What follows belongs to an exercise in optimizing a design on an open flow for small area and a short achievable clock period; a production flow would make more cautious choices.
Only simulation tests tie the RTL to the original design; equivalence was not proved.

File: run.sh
#!/bin/bash
# synth_recipe.tcl (not shown) runs the flow's synth.tcl, then flattens the netlist and writes it again
# the make line also repeats each setting of config.mk as NAME=value (left out here)
make -C /OpenROAD-flow-scripts/flow DESIGN_CONFIG=/design/flow/config.mk WORK_HOME=/design/flow/orfs CLKGATE_MAP_FILE= SYNTH_SCRIPT=/design/flow/synth_recipe.tcl finish
File: config.mk
export PLATFORM = sky130hd
export DESIGN_NAME = LMS
export DESIGN_NICKNAME = LMS
export VERILOG_FILES = /design/flow/design.v
export SDC_FILE = /design/flow/constraint.sdc
export NUM_CORES = 4
export LEC_CHECK = 0
export CAP_MARGIN = 20
export CORE_MARGIN = 2
export CORE_UTILIZATION = 40
export SLEW_MARGIN = 20
File: constraint.sdc
create_clock -name core_clock -period 22.0 [get_ports {Clk}]
set_input_delay 4.4000 -clock core_clock [delete_from_list [all_inputs] [get_ports {Clk}]]
set_output_delay 4.4000 -clock core_clock [all_outputs]
set_load 0.01 [all_outputs]
File: design.v
module LMS (
    input Clk, Rst,
    input signed [15:0] x_in,  
    output signed [15:0] y_out,  
    output signed [15:0] w0, w1, w2, w3,  
    output signed [15:0] err  
);
  parameter signed [15:0] gamma = 16'b0000001100110011;  
reg signed [15:0] wn[0:3], x[0:3] ;
wire signed [15:0] wn_u[0:3];
wire signed [15:0] fir_out, m1,m2,m3,m4, m12,m22,m32,m42;
wire signed [31:0] m11,m21,m31,m41, m13,m23,m33,m43, y_out1;
reg signed [15:0] d_in;
FIR_Filter fir(
    .Clk(Clk),
    .Rst(Rst),
    .x(x_in),
    .d(fir_out)
  );
  always@(*)
    begin
      if(Rst)
        d_in <= 0;
      else
        d_in <= fir_out;
    end
always@(posedge Clk or posedge Rst)
    if(Rst)
    begin
        x[3]<=16'b0;
        x[2]<=16'b0;
        x[1]<=16'b0;
        x[0]<=16'b0;
    end
    else
    begin
        x[3]<=x[2]; 
        x[2]<=x[1];
        x[1]<=x[0];
        x[0]<=x_in;
    end
    assign y_out1 = $signed(wn[0])*$signed(x[0]) + $signed(wn[1])*$signed(x[1]) + $signed(wn[2])*$signed(x[2]) + $signed(wn[3])*$signed(x[3]);
    assign y_out = y_out1[27:12];
assign m11 = $signed(err)*$signed(x[0]);
assign m12 = m11[27:12];
assign m13 = $signed(gamma)*$signed(m12);
assign m1 = m13[27:12];
assign m21 = $signed(err)*$signed(x[1]);
assign m22 = m21[27:12];
assign m23 = $signed(gamma)*$signed(m22);
assign m2 = m23[27:12];
assign m31 = $signed(err)*$signed(x[2]);
assign m32 = m31[27:12];
assign m33 = $signed(gamma)*$signed(m32);
assign m3 = m33[27:12];
assign m41 = $signed(err)*$signed(x[3]);
assign m42 = m41[27:12];
assign m43 = $signed(gamma)*$signed(m42);
assign m4 = m43[27:12];
assign wn_u[0] = wn[0] + m1;
assign wn_u[1] = wn[1] + m2;
assign wn_u[2] = wn[2] + m3;
assign wn_u[3] = wn[3] + m4;
always@( posedge Clk or posedge Rst)
    begin
    if(Rst)
        begin
         wn[0] <= 16'b0000000000000000;
         wn[1] <= 16'b0000000000000000;
         wn[2] <= 16'b0000000000000000;
         wn[3] <= 16'b0000000000000000;
        end
     else
        begin	
         wn[0] <= wn_u[0];
         wn[1] <= wn_u[1];
         wn[2] <= wn_u[2];
         wn[3] <= wn_u[3];  
        end
    end
    assign w0 = wn[0];
    assign w1 = wn[1];
    assign w2 = wn[2];
    assign w3 = wn[3];
    assign err = d_in - y_out;
endmodule
module FIR_Filter (
  input Clk,
  input Rst,
  input signed [15:0] x,
  output signed [15:0] d
);
  localparam signed [15:0] w0 = 16'b0000100000000000;
  localparam signed [15:0] w1 = 16'b0000100000000000;
  localparam signed [15:0] w2 = 16'b0000100000000000;
  localparam signed [15:0] w3 = 16'b0000100000000000;
  reg signed [15:0] xn_0, xn_1, xn_2, xn_3;
  reg signed [31:0] d1;
  always @(posedge Clk) 
  begin
    if (Rst) 
	    begin
	      xn_0 <= 0;
	      xn_1 <= 0;
	      xn_2 <= 0;
	      xn_3 <= 0;
	      d1 <= 0;
	    end 
    else 
	    begin
	      xn_3 <= xn_2;
	      xn_2 <= xn_1;
	      xn_1 <= xn_0;
	      xn_0 <= x;
	      d1 <= w0*xn_0 + w1*xn_1 + w2*xn_2 + w3*xn_3;
	    end
  end
  assign d = d1[27:12];
endmodule
==> results.txt <==
The number of maximum-capacitance constraint violations is 0. The total count of max-transition violations in the final report is 0. The maximum count of clock buffers along a single path came out at 3. The number of clock sinks seen by CTS is 208. The number of buffers inserted during clock tree synthesis came out at 31. The maximum fanout along the worst path came out at 9.

The worst endpoint data arrival time is 21.73 ns. The maximum single-stage delay on the critical path came out at 0.64 ns. The aggregate negative setup slack is 0 ns. The core footprint came out at 222000 µm². The overall overflow remaining after global route is 0. The number of hold violations in the final report came out at 0. The destination of the worst register-to-register timing path is wn[3][15]. The tightest min-delay check is of the reg2reg type. For the pin with the worst max-slew slack, the measured transition is 0.939 ns. The number of unique standard cell types used by synthesis came out at 74. Sorting the synthesized cells by area gives the leading types as fa_1, ha_1, inv_1. The worst-skew pair later-pin latency is 0.67 ns. The most repeated cell in the gate-level netlist after synthesis is inv_1. The number of design rule violations left after detail routing came out at 0.

The congestion estimate from routability-driven global placement came to 0.951. The number of rows created at floorplan is 173. The count of buffers from port buffering came out at 113. The number of cells produced by synthesis is 9243. The overall die width is roughly 480 µm. The total number of vias is 61.3k.

For this run, the top clock speed supported by timing is between 40 and 50 MHz. The number of buffers and inverters on the critical path came out at 9. The via count of the first global-routing pass is 69.0k.

The worst endpoint required time is 22.56 ns. In this design, the critical path's most frequently occurring cell is fa_1. In the final layout, the share of cells above drive strength 1 is 5.78%. The mean number of vias per cell is between 4 and 5. The overall die area came out at about 230000 µm².

The largest area contributor in the synthesized netlist is fa_1. The effective utilization at floorplan came out at 40.2%.

The minimum hold slack is 0.468 ns. The proportion of synthesized flip-flops having asynchronous set or reset is approximately 60%. The instance area after placement came out at 95000 µm². Hold repair after CTS inserted 0 buffers.

The routed length on met2 is 120 mm. At the end of the flow, the number of nets in the layout was 12.4k. Global routing consumed, over all layers together, 23.4% of the routing resources. The number of warnings issued by yosys came out at 4. The beginning of the worst register-to-register path is x[3][0].

The number of cells on the worst reg-to-reg path came out at 75. For this design, the slowest cell found on the critical path is fa_1. The clock transition time at the flip-flop clock pins of the worst setup and hold paths is 0.07 ns. The worst hold path terminates at fir.xn_1[0]. Dividing the final minimum period by the clock period gives 96.3%. The top metal layer carrying routed signals is met5.

The met1 routed wirelength after detailed routing came out at 110 mm. The worst slew margin relative to its limit is 37.0%. The total iterations of the first detailed-routing run came out at 6.

After detailed routing, the met3 layer carries 18.3 mm of wire. The run finished with no timing, DRC or antenna violations. The wire-length estimate of the detail-placed layout is ~220 mm. The cell area after layout is approximately 97000 µm². The worst hold path begins at fir.xn_0[0]. The capturing element type of the critical path is a flip-flop. The worst hold path stage count came out at 1. The area of the mapped netlist came out at 89200 µm². The largest delay contributor family on the critical path is adder cells.

The remaining antenna violation count is 0. TritonCTS built the clock tree. In this run the mean area of a mapped cell was 9.65 µm². The shortest period the worst path allows is 21.18 ns.

The worst setup skew after layout is approximately 0.036 ns. The routed design has 256 mm of wire. The worst setup path is of the reg2reg kind. The initial DRC count came out at 3933. Among all flip-flop cells after synthesis, the most frequent one is dfrtp_1. The sequential-to-total area share from yosys stat came out at 5.39%. The clock root buffer is clkbuf_16. The largest net degree at the start of global routing came out at 50. The number of setup violations in the final report is 0. The proportion of netlist area held by the largest area contributor came out at 49.4%. The final-layout fill cell count came out at 21.3k.

114 I/O pins were placed. The routed length per placed instance came out at 20.8 µm. Setup slack on the worst reg-to-reg path comes out at 0.82 ns.

By count the netlist is led by inv_1, fa_1, and2_1, nand2_1, ha_1. The number of levels the H-tree was split into came out at 1.

The chip height is 476 µm. Counting every net in the synthesized netlist gives 12.3k. The number of synthesized flops with an enable pin is 0. The first global-routing pass estimated 408 mm of wire. The worst setup path is launched from a flip-flop.

The number of antenna violations at the first check in global routing is 8. Synthesis inferred 208 register bits. The area added between synthesis and finish is 8.74%.
-- state kept, by name, indices dropped and copies added, names as in the netlist --
signal	flops
fir.d1	16
fir.xn_0	16
fir.xn_3	16
fir.xn_2	16
fir.xn_1	16
wn	64
x	64
-- logic make-up (layout without fill, tap and decap cells) --
group | Yosys count | in the layout | share of synthesized area (%)
XOR/XNOR | 445 | 445 | 4.46
buffers and inverters | 2599 | 2711 | 10.9
adder cells (fa/ha/maj) | 3081 | 3081 | 61.7
AND/OR/NAND/NOR | 2439 | 2439 | 14.0
AO/OA/AOI/OAI | 459 | 459 | 3.37
other | 0 | 6 | 0
flip-flops | 208 | 208 | 5.39
multiplexers | 12 | 12 | 0.137
-- stage by stage --
step / worst slack, ns / cells / utilization, %
2_1_floorplan: 1.41 / 9243 / -
3_3_place_gp: -0.124 / 12200 / 42.8
3_5_place_dp: -0.496 / 12200 / 42.8
4_1_cts: -0.00164 / 12300 / 43.3
5_1_grt: -0.0893 / 12300 / 43.7
6_report: 0.824 / 12300 / 43.7
-- final cells by class --
| cell class | count | area [µm²] | share of cell area, % |
|---|---|---|---|
| multi-input combinational | 6436 | 75300 | 77.6 |
| tap | 2975 | 3720 | 3.84 |
| sequential | 208 | 4870 | 5.02 |
| timing repair buffer | 424 | 3680 | 3.79 |
| inverter | 2229 | 8370 | 8.63 |
| antenna | 6 | 15.0 | 0.0155 |
| clock buffer | 41 | 885 | 0.912 |
| clock inverter | 17 | 186 | 0.192 |
-- metal layers --
metal / global-route usage [%] / vias to the layer above
li1: - / 27000
met1: 32.3 / 32200
met2: 38.1 / 1832
met3: 3.91 / 294
met4: 5.92 / 4
met5: 0 / -
-- layout by cell type (no fill, tap or decap), drive strengths merged, types with 7 or more instances in the layout --
master            n
nand3            20
clkdlybuf4s50   112
dfrtp           128
a211oi            9
nor3             37
a31o              7
nor2b           200
dfxtp            80
nand4            11
and2            975
o211ai            8
a31oi             7
nand2           907
clkbuf           42
o21ai            66
or3               7
nand2b           51
mux2i            10
inv            2231
fa             2199
ha              882
xor2            118
a21oi           152
o31ai            11
buf             311
a21o             71
clkinv            9
nor2            195
xnor2           323
and3             18
o21bai           43
o21a             38
-- worst max path at each step --
stage,startpoint,endpoint,slack [ns],depth (start not counted)
final,x[3][0],wn[3][15],0.82,75
after global routing,x[2][2],wn[3][15],-0.09,87
after CTS,wn[2][9],wn[2][15],-0.002,82
after detailed placement,x[3][3],wn[2][15],-0.50,85
after global placement,x[3][3],wn[2][15],-0.12,85
after floorplan,wn[3][8],wn[3][15],1.41,84
-- timing repair --
item	CTS	global route
pin swaps	1	33
gates cloned	0	1
gates resized for setup	19	168
hold endpoints to repair	0	0
setup endpoints to repair	7	35
setup buffers	1	24

what the ideal ports hide:
The results above use ideal ports. As a check the final layout listed here was re-extracted and re-timed, cells and wires unchanged.
Step 1 sets driving cells, clkbuf_16 on the clock port and buf_2 on the other inputs (assumed; they add their load-dependent delay and slew).
Step 2 times the ports against the registers' clock, not the clock port: input delays grow and output delays shrink by t, the midpoint of the rising clock arrivals with the driver on.
Three values: no drivers, after step 1, after step 2; two values: the first two.
shift t [ns]: 0.738
setup WS [ns]: 0.824 / 0.824 / 0.824
hold WS [ns]: 0.468 / 0.468 / 0.468
After both steps this run still meets setup and hold. The setup slack of this run moves by 0.000 ns with the drivers and by 0.000 ns with both steps.
